Background: an optimization exercise with open tools, aiming at small area, a short achievable clock period and few clock cycles. Do not read the settings as production practice.
Function was checked by simulation only, so behaviour that the tests miss may differ from the original.
Power and IR drop assume default switching activity.

### flow/constraint.sdc
create_clock -name core_clock -period 20.0 [get_ports {clk}]
set_input_delay 4.0000 -clock core_clock [delete_from_list [all_inputs] [get_ports {clk}]]
set_output_delay 4.0000 -clock core_clock [all_outputs]
set_load 0.01 [all_outputs]
### flow/flow/run.sh
#!/bin/bash
# The standard layout, with timing repair aimed below the design's period:
# gate sizing at the floorplan, then sizing and buffering after CTS and global
# routing, each with a setup margin.
set -euo pipefail
SETUP_SLACK_MARGIN=13 bash standard.sh synth floorplan > flow_synth_floorplan.log 2>&1
SETUP_SLACK_MARGIN=12.25 bash standard.sh finish > flow_place_route.log 2>&1
### flow/standard.sh
#!/bin/bash
# synth_recipe.tcl (not shown) runs the flow's synth.tcl, then flattens the netlist and writes it again
# the make line also repeats each setting of config.mk as NAME=value (left out here)
make -C /OpenROAD-flow-scripts/flow DESIGN_CONFIG=/design/flow/config.mk WORK_HOME=/design/flow/orfs CLKGATE_MAP_FILE= SYNTH_SCRIPT=/design/flow/synth_recipe.tcl "${@:-finish}"
### flow/config.mk
export PLATFORM = sky130hd
export DESIGN_NAME = YK_Core
export DESIGN_NICKNAME = YK_Core
export VERILOG_FILES = /design/flow/design.v
export SDC_FILE = /design/flow/constraint.sdc
export NUM_CORES = 4
export LEC_CHECK = 0
export CAP_MARGIN = 20
export CORE_MARGIN = 2
export CORE_UTILIZATION = 45
export SLEW_MARGIN = 20
### flow/design.v
module YK_Core(
    input  wire        clk,
    input  wire        reset,
    output wire        inst_sram_en,
    output wire [ 3:0] inst_sram_we,
    output wire [31:0] inst_sram_addr,
    output wire [31:0] inst_sram_wdata,
    input  wire [31:0] inst_sram_rdata,
    output wire        data_sram_en,
    output wire [ 3:0] data_sram_we,
    output wire [31:0] data_sram_addr,
    output wire [31:0] data_sram_wdata,
    input  wire [31:0] data_sram_rdata
);
    reg  [31:0] e_p, e_g;
    reg  [31:0] e_c;              
    reg  [ 4:0] e_rd;
    reg         e_we;             
    reg         e_add, e_slt, e_cs;
    reg         e_and, e_or, e_xor, e_nor;
    reg         e_shl, e_shr, e_sra;
    reg         e_mul, e_mulh;
    reg         e_link;           
    reg         e_ld, e_st;
    reg  [ 1:0] e_size;           
    reg         e_ldu;
    reg         e_jj;             
    reg         e_jirl;           
    reg         e_tbeq, e_tbne;   
    reg         e_tblt, e_tbge;   
    reg         e_mcyc;           
    reg  [48:0] e_acc;            
    reg  [32:0] e_ma;             
    reg  [26:0] e_bd;             
    reg  [26:0] e_bh;             
    reg  [ 4:0] e_sh;             
    reg         e_cin;            
    reg  [31:0] pc;               
    reg  [32:0] ka_g, ka_p;
    integer ki, kl;
    always @* begin
        ka_g = {e_g, e_cin};
        ka_p = {e_p, 1'b0};
        for (kl = 1; kl < 33; kl = kl * 2)
            for (ki = 32; ki >= kl; ki = ki - 1) begin
                ka_g[ki] = ka_g[ki] | (ka_p[ki] & ka_g[ki-kl]);
                ka_p[ki] = ka_p[ki] & ka_p[ki-kl];
            end
    end
    wire [31:0] sum     = e_p ^ ka_g[31:0];
    wire        ltu     = ~ka_g[32];
    wire        lt      = (e_cs & ~e_p[31]) ? e_g[31] : ltu;
    wire        eq      = &e_p;
    wire [31:0] a_rev;
    genvar gi;
    generate for (gi = 0; gi < 32; gi = gi + 1) begin : g_rev
        assign a_rev[gi] = e_p[31-gi];
    end endgenerate
    wire [31:0] sh_in  = e_shl ? a_rev : e_p;
    wire [32:0] sh_ext = {e_sra & e_p[31], sh_in};
    wire [32:0] sh_out = $signed(sh_ext) >>> e_sh;
    wire [31:0] sh_rev;
    generate for (gi = 0; gi < 32; gi = gi + 1) begin : g_rev2
        assign sh_rev[gi] = sh_out[31-gi];
    end endgenerate
    wire        [32:0] m_a  = e_ma;
    wire        [32:0] m_ad = e_mcyc ? e_acc[48:16] : 33'b0;
    localparam [48:0] M_K = 49'h1_5554_0000_0000;
    reg         [48:0] m_rows [0:9];
    integer mi;
    always @* begin
        for (mi = 0; mi < 9; mi = mi + 1) begin : booth
            reg one, two, neg;
            reg [33:0] x;
            one = e_bd[3*mi];
            two = e_bd[3*mi+1];
            neg = e_bd[3*mi+2];
            x   = (({34{one}} & {m_a[32], m_a}) | ({34{two}} & {m_a, 1'b0})) ^ {34{neg}};
            x[33] = ~x[33];
            m_rows[mi] = {15'b0, x} << (2*mi);
            if (mi > 0) m_rows[mi][2*mi-2] = e_bd[3*mi-1];
        end
        m_rows[0] = m_rows[0] | M_K;
        m_rows[9] = {15'b0, ~m_ad[32], m_ad[32], m_ad[31:0]};
    end
    function [97:0] csa;
        input [48:0] x, y, z;
        begin
            csa[48:0]  = x ^ y ^ z;
            csa[97:49] = {(x[47:0] & y[47:0]) | (x[47:0] & z[47:0]) | (y[47:0] & z[47:0]), 1'b0};
        end
    endfunction
    wire [97:0] t1a = csa(m_rows[0], m_rows[1], m_rows[2]);
    wire [97:0] t1b = csa(m_rows[3], m_rows[4], m_rows[5]);
    wire [97:0] t1c = csa(m_rows[6], m_rows[7], m_rows[8]);
    wire [97:0] t2a = csa(t1a[48:0], t1a[97:49], t1b[48:0]);
    wire [97:0] t2b = csa(t1b[97:49], t1c[48:0], t1c[97:49]);
    wire [97:0] t3a = csa(t2a[48:0], t2a[97:49], m_rows[9]);
    wire [97:0] t4a = csa(t3a[48:0], t3a[97:49], t2b[48:0]);
    wire [97:0] t5a = csa(t4a[48:0], t4a[97:49], t2b[97:49]);
    wire        [48:0] m_s = t5a[48:0] + t5a[97:49];
    wire        [31:0] mul_res = e_mulh ? m_s[47:16] : {m_s[15:0], e_acc[15:0]};
    wire [ 1:0] ba = sum[1:0];
    wire [ 7:0] ld_byte = ba[1] ? (ba[0] ? data_sram_rdata[31:24] : data_sram_rdata[23:16])
                                : (ba[0] ? data_sram_rdata[15: 8] : data_sram_rdata[ 7: 0]);
    wire [15:0] ld_half = ba[1] ? data_sram_rdata[31:16] : data_sram_rdata[15:0];
    wire [31:0] ld_res  = e_size[1] ? data_sram_rdata :
                          e_size[0] ? {{16{~e_ldu & ld_half[15]}}, ld_half} :
                                      {{24{~e_ldu & ld_byte[7]}}, ld_byte};
    wire [31:0] alu_res =
          ({32{e_add}} & sum)
        | {31'b0, e_slt & lt}
        | ({32{e_and}} & e_g)
        | ({32{e_or }} & (e_g | e_p))
        | ({32{e_xor}} & e_p)
        | ({32{e_nor}} & ~(e_g | e_p))
        | ({32{e_shl}} & sh_rev)
        | ({32{e_shr}} & sh_out[31:0])
        | ({32{e_link}} & e_c);
    wire [31:0] e_byp = e_ld ? ld_res : alu_res;
    wire [31:0] e_res = e_mul ? mul_res : e_byp;
    wire stall = e_mul & ~e_mcyc;
    wire        redirect = e_jj | (e_tbeq & eq) | (e_tbne & ~eq) | (e_tblt & lt) | (e_tbge & ~lt);
    wire [31:0] target   = e_jirl ? sum : e_c;
    wire [31:0] fetch_pc = redirect ? target : pc;
    assign data_sram_en    = e_ld | e_st;
    assign data_sram_addr  = sum;
    assign data_sram_we    = ~e_st ? 4'b0000 :
                             e_size[1] ? 4'b1111 :
                             e_size[0] ? (ba[1] ? 4'b1100 : 4'b0011) :
                             (4'b0001 << ba);
    assign data_sram_wdata = e_size[1] ? e_c :
                             e_size[0] ? {2{e_c[15:0]}} : {4{e_c[7:0]}};
    assign inst_sram_en    = 1'b1;
    assign inst_sram_we    = 4'b0;
    assign inst_sram_addr  = fetch_pc;
    assign inst_sram_wdata = 32'b0;
    reg  [31:0] rf [1:31];
    wire        rf_we = e_we & ~stall;
    always @(posedge clk) begin
        if (rf_we) rf[e_rd] <= e_res;
    end
    wire [31:0] ir = inst_sram_rdata;
    wire [4:0]  f_rd = ir[4:0];
    wire [4:0]  f_rj = ir[9:5];
    wire [4:0]  f_rk = ir[14:10];
    wire g_br   = ir[30];
    wire g_mem  = ~ir[30] & ir[29];
    wire g_u20  = ~ir[30] & ~ir[29] & ir[28];              
    wire g_i12  = ~ir[30] & ~ir[29] & ~ir[28] & ir[25];    
    wire g_shi  = ~ir[30] & ~ir[29] & ~ir[28] & ~ir[25] & ir[22];
    wire g_3r   = ~ir[30] & ~ir[29] & ~ir[28] & ~ir[25] & ~ir[22];
    wire d_jirl = g_br & ~ir[29] & ~ir[28];
    wire d_jmp  = g_br & ~ir[29] &  ir[28] & ~ir[27];      
    wire d_bl   = d_jmp & ir[26];
    wire d_bcc  = g_br & (ir[29] | (ir[28] & ir[27]));
    wire d_beq  = ~ir[29];
    wire d_st   = g_mem & ir[24];
    wire d_ld   = g_mem & ~ir[24];
    wire d_pcu  = g_u20 & ir[27];
    wire [4:0] f3 = ir[19:15];
    wire r_add  = g_3r & (f3 == 5'b00000);
    wire r_sub  = g_3r & (f3 == 5'b00010);
    wire r_slt  = g_3r & (f3 == 5'b00100);
    wire r_sltu = g_3r & (f3 == 5'b00101);
    wire r_nor  = g_3r & (f3 == 5'b01000);
    wire r_and  = g_3r & (f3 == 5'b01001);
    wire r_or   = g_3r & (f3 == 5'b01010);
    wire r_xor  = g_3r & (f3 == 5'b01011);
    wire r_sll  = g_3r & (f3 == 5'b01110);
    wire r_srl  = g_3r & (f3 == 5'b01111);
    wire r_sra  = g_3r & (f3 == 5'b10000);
    wire r_mul  = g_3r & f3[4] & f3[3];
    wire [2:0] f2 = ir[24:22];
    wire i_slt  = g_i12 & (f2 == 3'b000);
    wire i_sltu = g_i12 & (f2 == 3'b001);
    wire i_add  = g_i12 & (f2 == 3'b010);
    wire i_and  = g_i12 & (f2 == 3'b101);
    wire i_or   = g_i12 & (f2 == 3'b110);
    wire i_xor  = g_i12 & (f2 == 3'b111);
    wire d_shift = r_sll | r_srl | r_sra | g_shi;
    wire d_cin = r_sub | r_slt | r_sltu | i_slt | i_sltu | d_bcc;
    wire d_writes = g_3r | g_i12 | g_shi | g_u20 | d_ld | d_jirl | d_bl;
    wire [4:0] d_rd = d_bl ? 5'd1 : f_rd;
    wire d_we = d_writes & (d_rd != 5'd0);
    wire [4:0]  ra1 = f_rj;
    wire [4:0]  ra2 = g_3r ? f_rk : f_rd;
    reg  [31:0] rf1, rf2;
    integer ri;
    always @* begin
        rf1 = 32'b0;
        rf2 = 32'b0;
        for (ri = 1; ri < 32; ri = ri + 1) begin
            rf1 = rf1 | ({32{ra1 == ri}} & rf[ri]);
            rf2 = rf2 | ({32{ra2 == ri}} & rf[ri]);
        end
    end
    wire        by1 = e_we & (e_rd == ra1);
    wire        by2 = e_we & (e_rd == ra2);
    wire [31:0] v1  = by1 ? e_byp : rf1;
    wire [31:0] v2  = by2 ? e_byp : rf2;
    wire        use1 = ~g_u20 & ~d_jmp;
    wire        use2 = g_3r | d_bcc | d_st;
    wire        hazard = e_mul & e_mcyc & ((by1 & use1) | (by2 & use2));
    wire [31:0] si12  = {{20{ir[21]}}, ir[21:10]};
    wire [31:0] ui12  = {20'b0, ir[21:10]};
    wire [31:0] si20  = {ir[24:5], 12'b0};
    wire [31:0] offs16 = {{14{ir[25]}}, ir[25:10], 2'b0};
    wire [31:0] offs26 = {{4{ir[9]}}, ir[9:0], ir[25:10], 2'b0};
    wire        d_ms = ~ir[16] & v2[31];
    wire [18:0] d_mlo = {2'b00, v2[15:0], 1'b0};
    wire [18:0] d_mhi = {d_ms, d_ms, v2[31:16], 1'b0};
    reg  [26:0] d_bd_lo, d_bd_hi;
    integer di;
    always @* begin
        for (di = 0; di < 9; di = di + 1) begin
            d_bd_lo[3*di]   = d_mlo[2*di+1] ^ d_mlo[2*di];
            d_bd_lo[3*di+1] = (d_mlo[2*di+2] & ~d_mlo[2*di+1] & ~d_mlo[2*di]) | (~d_mlo[2*di+2] & d_mlo[2*di+1] & d_mlo[2*di]);
            d_bd_lo[3*di+2] = d_mlo[2*di+2] & ~(d_mlo[2*di+1] & d_mlo[2*di]);
            d_bd_hi[3*di]   = d_mhi[2*di+1] ^ d_mhi[2*di];
            d_bd_hi[3*di+1] = (d_mhi[2*di+2] & ~d_mhi[2*di+1] & ~d_mhi[2*di]) | (~d_mhi[2*di+2] & d_mhi[2*di+1] & d_mhi[2*di]);
            d_bd_hi[3*di+2] = d_mhi[2*di+2] & ~(d_mhi[2*di+1] & d_mhi[2*di]);
        end
    end
    wire [31:0] br_target = fetch_pc + (d_jmp ? offs26 : offs16);
    wire [31:0] pc4       = fetch_pc + 32'd4;
    wire [31:0] d_a = (d_pcu | d_bl) ? fetch_pc : (g_u20 ? 32'b0 : v1);
    wire [31:0] d_b = (g_3r | d_bcc) ? v2 :
                      g_u20          ? si20 :
                      d_jirl         ? offs16 :
                      d_bl           ? 32'd4 :
                      (g_i12 & ir[24]) ? ui12 : si12;
    wire [31:0] d_c = d_st ? v2 : d_jirl ? pc4 : br_target;
    wire [31:0] d_bx = d_shift ? 32'b0 : d_b ^ {32{d_cin}};
    always @(posedge clk) begin
        if (reset) begin
            pc     <= 32'h8000_0000;
            e_we   <= 1'b0;
            e_mul  <= 1'b0;
            e_mcyc <= 1'b0;
            e_ld   <= 1'b0;
            e_st   <= 1'b0;
            e_jj   <= 1'b0;
            e_tbeq <= 1'b0;
            e_tbne <= 1'b0;
            e_tblt <= 1'b0;
            e_tbge <= 1'b0;
        end else if (stall) begin
            e_mcyc <= 1'b1;
        end else if (hazard) begin
            e_we   <= 1'b0;
            e_mul  <= 1'b0;
            e_mcyc <= 1'b0;
            e_ld   <= 1'b0;
            e_st   <= 1'b0;
            e_jj   <= 1'b0;
            e_tbeq <= 1'b0;
            e_tbne <= 1'b0;
            e_tblt <= 1'b0;
            e_tbge <= 1'b0;
        end else begin
            pc     <= pc4;
            e_we   <= d_we;
            e_mul  <= r_mul;
            e_mcyc <= 1'b0;
            e_ld   <= d_ld;
            e_st   <= d_st;
            e_jj   <= d_jmp | d_jirl;
            e_tbeq <= d_bcc & d_beq & ~ir[26];
            e_tbne <= d_bcc & d_beq & ir[26];
            e_tblt <= d_bcc & ~d_beq & ~ir[26];
            e_tbge <= d_bcc & ~d_beq & ir[26];
        end
    end
    always @(posedge clk) begin
        if (!stall) begin
            e_rd   <= d_rd;
            e_mulh <= ir[15] | ir[16];
        end
    end
    always @(posedge clk) begin
        if (stall) begin
            e_bd <= e_bh;
        end else if (r_mul) begin
            e_ma <= {~ir[16] & v1[31], v1};
            e_bd <= d_bd_lo;
            e_bh <= d_bd_hi;
        end
    end
    always @(posedge clk) begin
        e_acc  <= m_s;
        e_p    <= d_a ^ d_bx;
        e_g    <= d_a & d_bx;
        e_cin  <= d_cin;
        e_sh   <= d_b[4:0];
        e_c    <= d_c;
        e_add  <= r_add | r_sub | i_add | g_u20 | g_mem | d_bl;
        e_slt  <= r_slt | i_slt | r_sltu | i_sltu;
        e_cs   <= r_slt | i_slt | (d_bcc & ~ir[27]);
        e_and  <= r_and | i_and;
        e_or   <= r_or | i_or;
        e_xor  <= r_xor | i_xor;
        e_nor  <= r_nor;
        e_shl  <= r_sll | (g_shi & ~ir[19] & ~ir[18]);
        e_shr  <= r_srl | r_sra | (g_shi & (ir[19] | ir[18]));
        e_sra  <= r_sra | (g_shi & ir[19]);
        e_link <= d_jirl;
        e_size <= ir[23:22];
        e_ldu  <= ir[25];
        e_jirl <= d_jirl;
    end
endmodule
==> metrics.cfg <==
[floorplan]
die_h_um=422
pin_count=204
coreArea_um2=174000
rows=153
chipWidth_um=422
dieArea_um2=178000
start_util=0.452

[clock_tree]
ctsLongestPathBuffers=3
htreeDepth=4
clkSinkCount=1290
clock_latency_ns=0.82
clockRootBuffer=clkbuf_16
cts_tree=built
cts_buffers=138
holdBufCountCts=0
clkTransAtPathRegs_ns=0.06

[placement]
gp_congestion=1.03
place_area_um2=83800
io_buffers=165
dpl.hpwl_mm=240
dpl.cell_count=9226

[routing]
num_vias=73000
drt_iter0_drc=16100
drt_first_pass_iters=15
ant_nets=0
wl_per_cell_um=39.7
routed_wl_mm=390
drc=0
vias_per_cell=7.43

[synthesis]
synth_mux_area_frac=0.0355
ys_types=106
synth_area_um2=78500
yosysWarnings=2
synthXorXnorAreaFrac=0.0504
synth-simple-area-share=0.0878
synth-edff-count=1083
synth_top_family_by_area=compound AO/OA/AOI/OAI gates
ys_async_sr_fraction=0
yosysTopAreaCellShare=0.414
synthAdderAreaFrac=0.0918
seq_area_frac_synth=0.467
synth_area_leader_cell=edfxtp_1
yosysMostFrequentCell=edfxtp_1
synth_compound_area_frac=0.214
ys.flop_type=edfxtp_1
postSynthCellCount=7080
synth_area_per_cell_um2=11.1
synthTopCellsByArea=edfxtp_1, a22oi_1, fa_1
synthTopCellsByCount=edfxtp_1, a22oi_1, clkbuf_1
synth_seq_cells=1290

[sta]
finClkSkew_ns=0.0376
hold_viol=0
slew_headroom=0.161
fin_crit_ns=8.00
worst_pin_slew_ns=1.25
rsz0062_at_grt=true
slew_violations=0
final.setup.tns_ns=0
timing.final.crit_share=0.400
clock.fmax_mhz=125
setup_viol_count_final=0

[min_path]
hold_path_class=flop to flop

[pwr]
p_int_w=0.00659
p_sw_frac=0.408
powerDensity_nw_per_um2=118
sequentialPowerShare=0.323
peakVddDrop_mv=0.109
p_leak_nw=34.0
pwr-share-clk=0.239
switchingPower_w=0.00454
p_comb_frac=0.438

[global_routing]
first_global_vias=67200
grt_pass1_wl_mm=529
antenna_found_initial=27
grt-ovfl-total=0
grt_start_max_net_pins=56
grt_use_total=0.421

[worst_setup_path]
rrSetupSlack_ns=12.48
critPathKind=input port to flop
cp.required_ns=20.69
arrival_ns=8.69
cp-start-kind=input port
crit_path_max_fanout=21
critPathCaptureType=flop

[final_layout]
fin_nets=7859
final_cell_count_no_fill=9826
drive_gt1_frac=0.187
area_growth_pct=19.8
design_area_um2=94100

[job]
cap_viol_max_count=0

[status]
status=finished clean

-- worst max-delay path, stage by stage --
cell	delay [ns]
clkdlybuf4s50_1	0.76
or3b_2	0.75
nor2_4	0.66
buf_4	0.65
a222oi_1	0.26
nand3_1	0.19
nor3_4	0.10
a21oi_1	0.65
a22o_1	0.33
ha_1	0.26
-- per-layer routing --
layer  global-route usage  vias up  routed length, µm
li1                     -    27800                  -
met1                0.517    35300             131000
met2                0.587     7746             156000
met3                0.197     2138              68500
met4                0.280       24              35200
met5              0.00349        -                323
-- cells in the final DEF (no fill, tap or decap), drive strengths merged, types with 30 or more instances in the layout --
cell type	synthesis	routed
nand2b	32	32
nor2	402	402
a21oi	260	264
ha	170	170
fa	254	254
o21ai	206	207
clkdlybuf4s50	0	124
a22oi	678	678
and3	34	34
clkinv	4	66
a31oi	49	50
a211oi	38	38
edfxtp	1083	1083
dfxtp	207	207
a21o	67	67
clkbuf	429	175
nor3	85	85
o22ai	31	31
o21a	30	30
nand3	170	170
a22o	287	287
buf	218	582
conb	2	38
a222oi	64	64
a221oi	310	310
o31ai	62	63
nand4	150	150
mux4	41	41
mux2i	120	120
inv	377	381
and2	36	36
nand2	378	378
xor2	152	152
xnor2	300	300
mux2	55	55
-- repair_timing --
item	CTS	global route
setup endpoints to repair	710	743
pin swaps	74	91
gates resized for setup	417	201
setup buffers	177	129
cloned	14	6
-- final timing paths --
path                           start          to  cells after the start
setup / recovery  inst_sram_rdata[8]     e_p[16]                     10
setup reg to reg             e_bd[7]  rf[15][23]                     26
hold / removal                pc[15]      pc[15]                      2
hold reg to reg               pc[15]      pc[15]                      2
-- power by group through the flow --
| stage | Clock [W] | Combinational [W] | Sequential (W) |
|---|---|---|---|
| after floorplan | 0 | 0.00228 | 0.00347 |
| after global placement | 0 | 0.00387 | 0.00366 |
| after detailed placement | 0 | 0.00390 | 0.00366 |
| after CTS | 0.00264 | 0.00426 | 0.00362 |
| after global routing | 0.00276 | 0.00502 | 0.00360 |
| final | 0.00266 | 0.00487 | 0.00360 |
-- metrics by stage --
| step | hold slack [ns] | setup WS [ns] | power (W) | util |
|---|---|---|---|---|
| finish | 0.486 | 12.00 | 0.0111 | 0.542 |
| global route | 0.503 | 12.16 | 0.0114 | 0.542 |
| CTS | 0.484 | 12.07 | 0.0105 | 0.529 |
| detailed placement | 0.472 | 9.73 | 0.00756 | 0.483 |
| global placement | 0.460 | 9.76 | 0.00753 | 0.483 |
| floorplan | 0.442 | 12.60 | 0.00575 | - |
-- final cells by class --
cell class	count	area (µm²)
Fill cell	14800	79500
Multi-Input combinational cell	4810	40800
Sequential cell	1290	36800
Timing Repair Buffer	748	7460
Clock buffer	168	3650
Tap cell	2325	2910
Inverter	381	1440
Clock inverter	84	982
Antenna cell	20	50.0
-- registers in the layout, summed over array words and instances (netlist names), 2 cells and up --
signal,flops
rf,992
e_acc,49
e_ma,33
e_c,32
e_g,32
e_p,32
pc,32
e_bd,26
e_bh,26
e_rd,5
e_sh,5
e_size,2
-- cell families (layout without fill, tap and decap cells) --
logic type / after synthesis / in the layout
adder cells (fa/ha/maj): 424 / 424
XOR/XNOR: 452 / 452
other: 2 / 58
buffers and inverters: 1028 / 1381
AND/OR/NAND/NOR: 1436 / 1441
multiplexers: 216 / 216
AO/OA/AOI/OAI: 2232 / 2239
flip-flops: 1290 / 1290
Testbench counts, summed over its fixed seeds: cycles 53,018.

==> what the ideal ports hide <==
Ports are ideal in the flow. The routed layout listed here was re-timed in OpenROAD. Step 1, drivers: a clkbuf_16 drives clk and a buf_2 each remaining input, both assumed. Step 2 also shifts input and output timing later by t, the mid clock arrival at the registers, as if the neighbouring blocks saw the same clock. Slacks: no drivers / after step 1 / after step 2; pairs: no drivers / after step 1.
shift t [ns]: 0.885
slack for setup (ns): 11.999 / 12.036 / 11.151
hold WS [ns]: 0.486 / 0.486 / 0.486
latest minus earliest clock arrival (ns): 0.038 / 0.038
worst data-port slew with drivers (ns): 0.11
After both steps setup and hold are still met in this run. For this run, drivers alone change the setup slack by +0.037 ns; drivers and shift together by -0.848 ns.
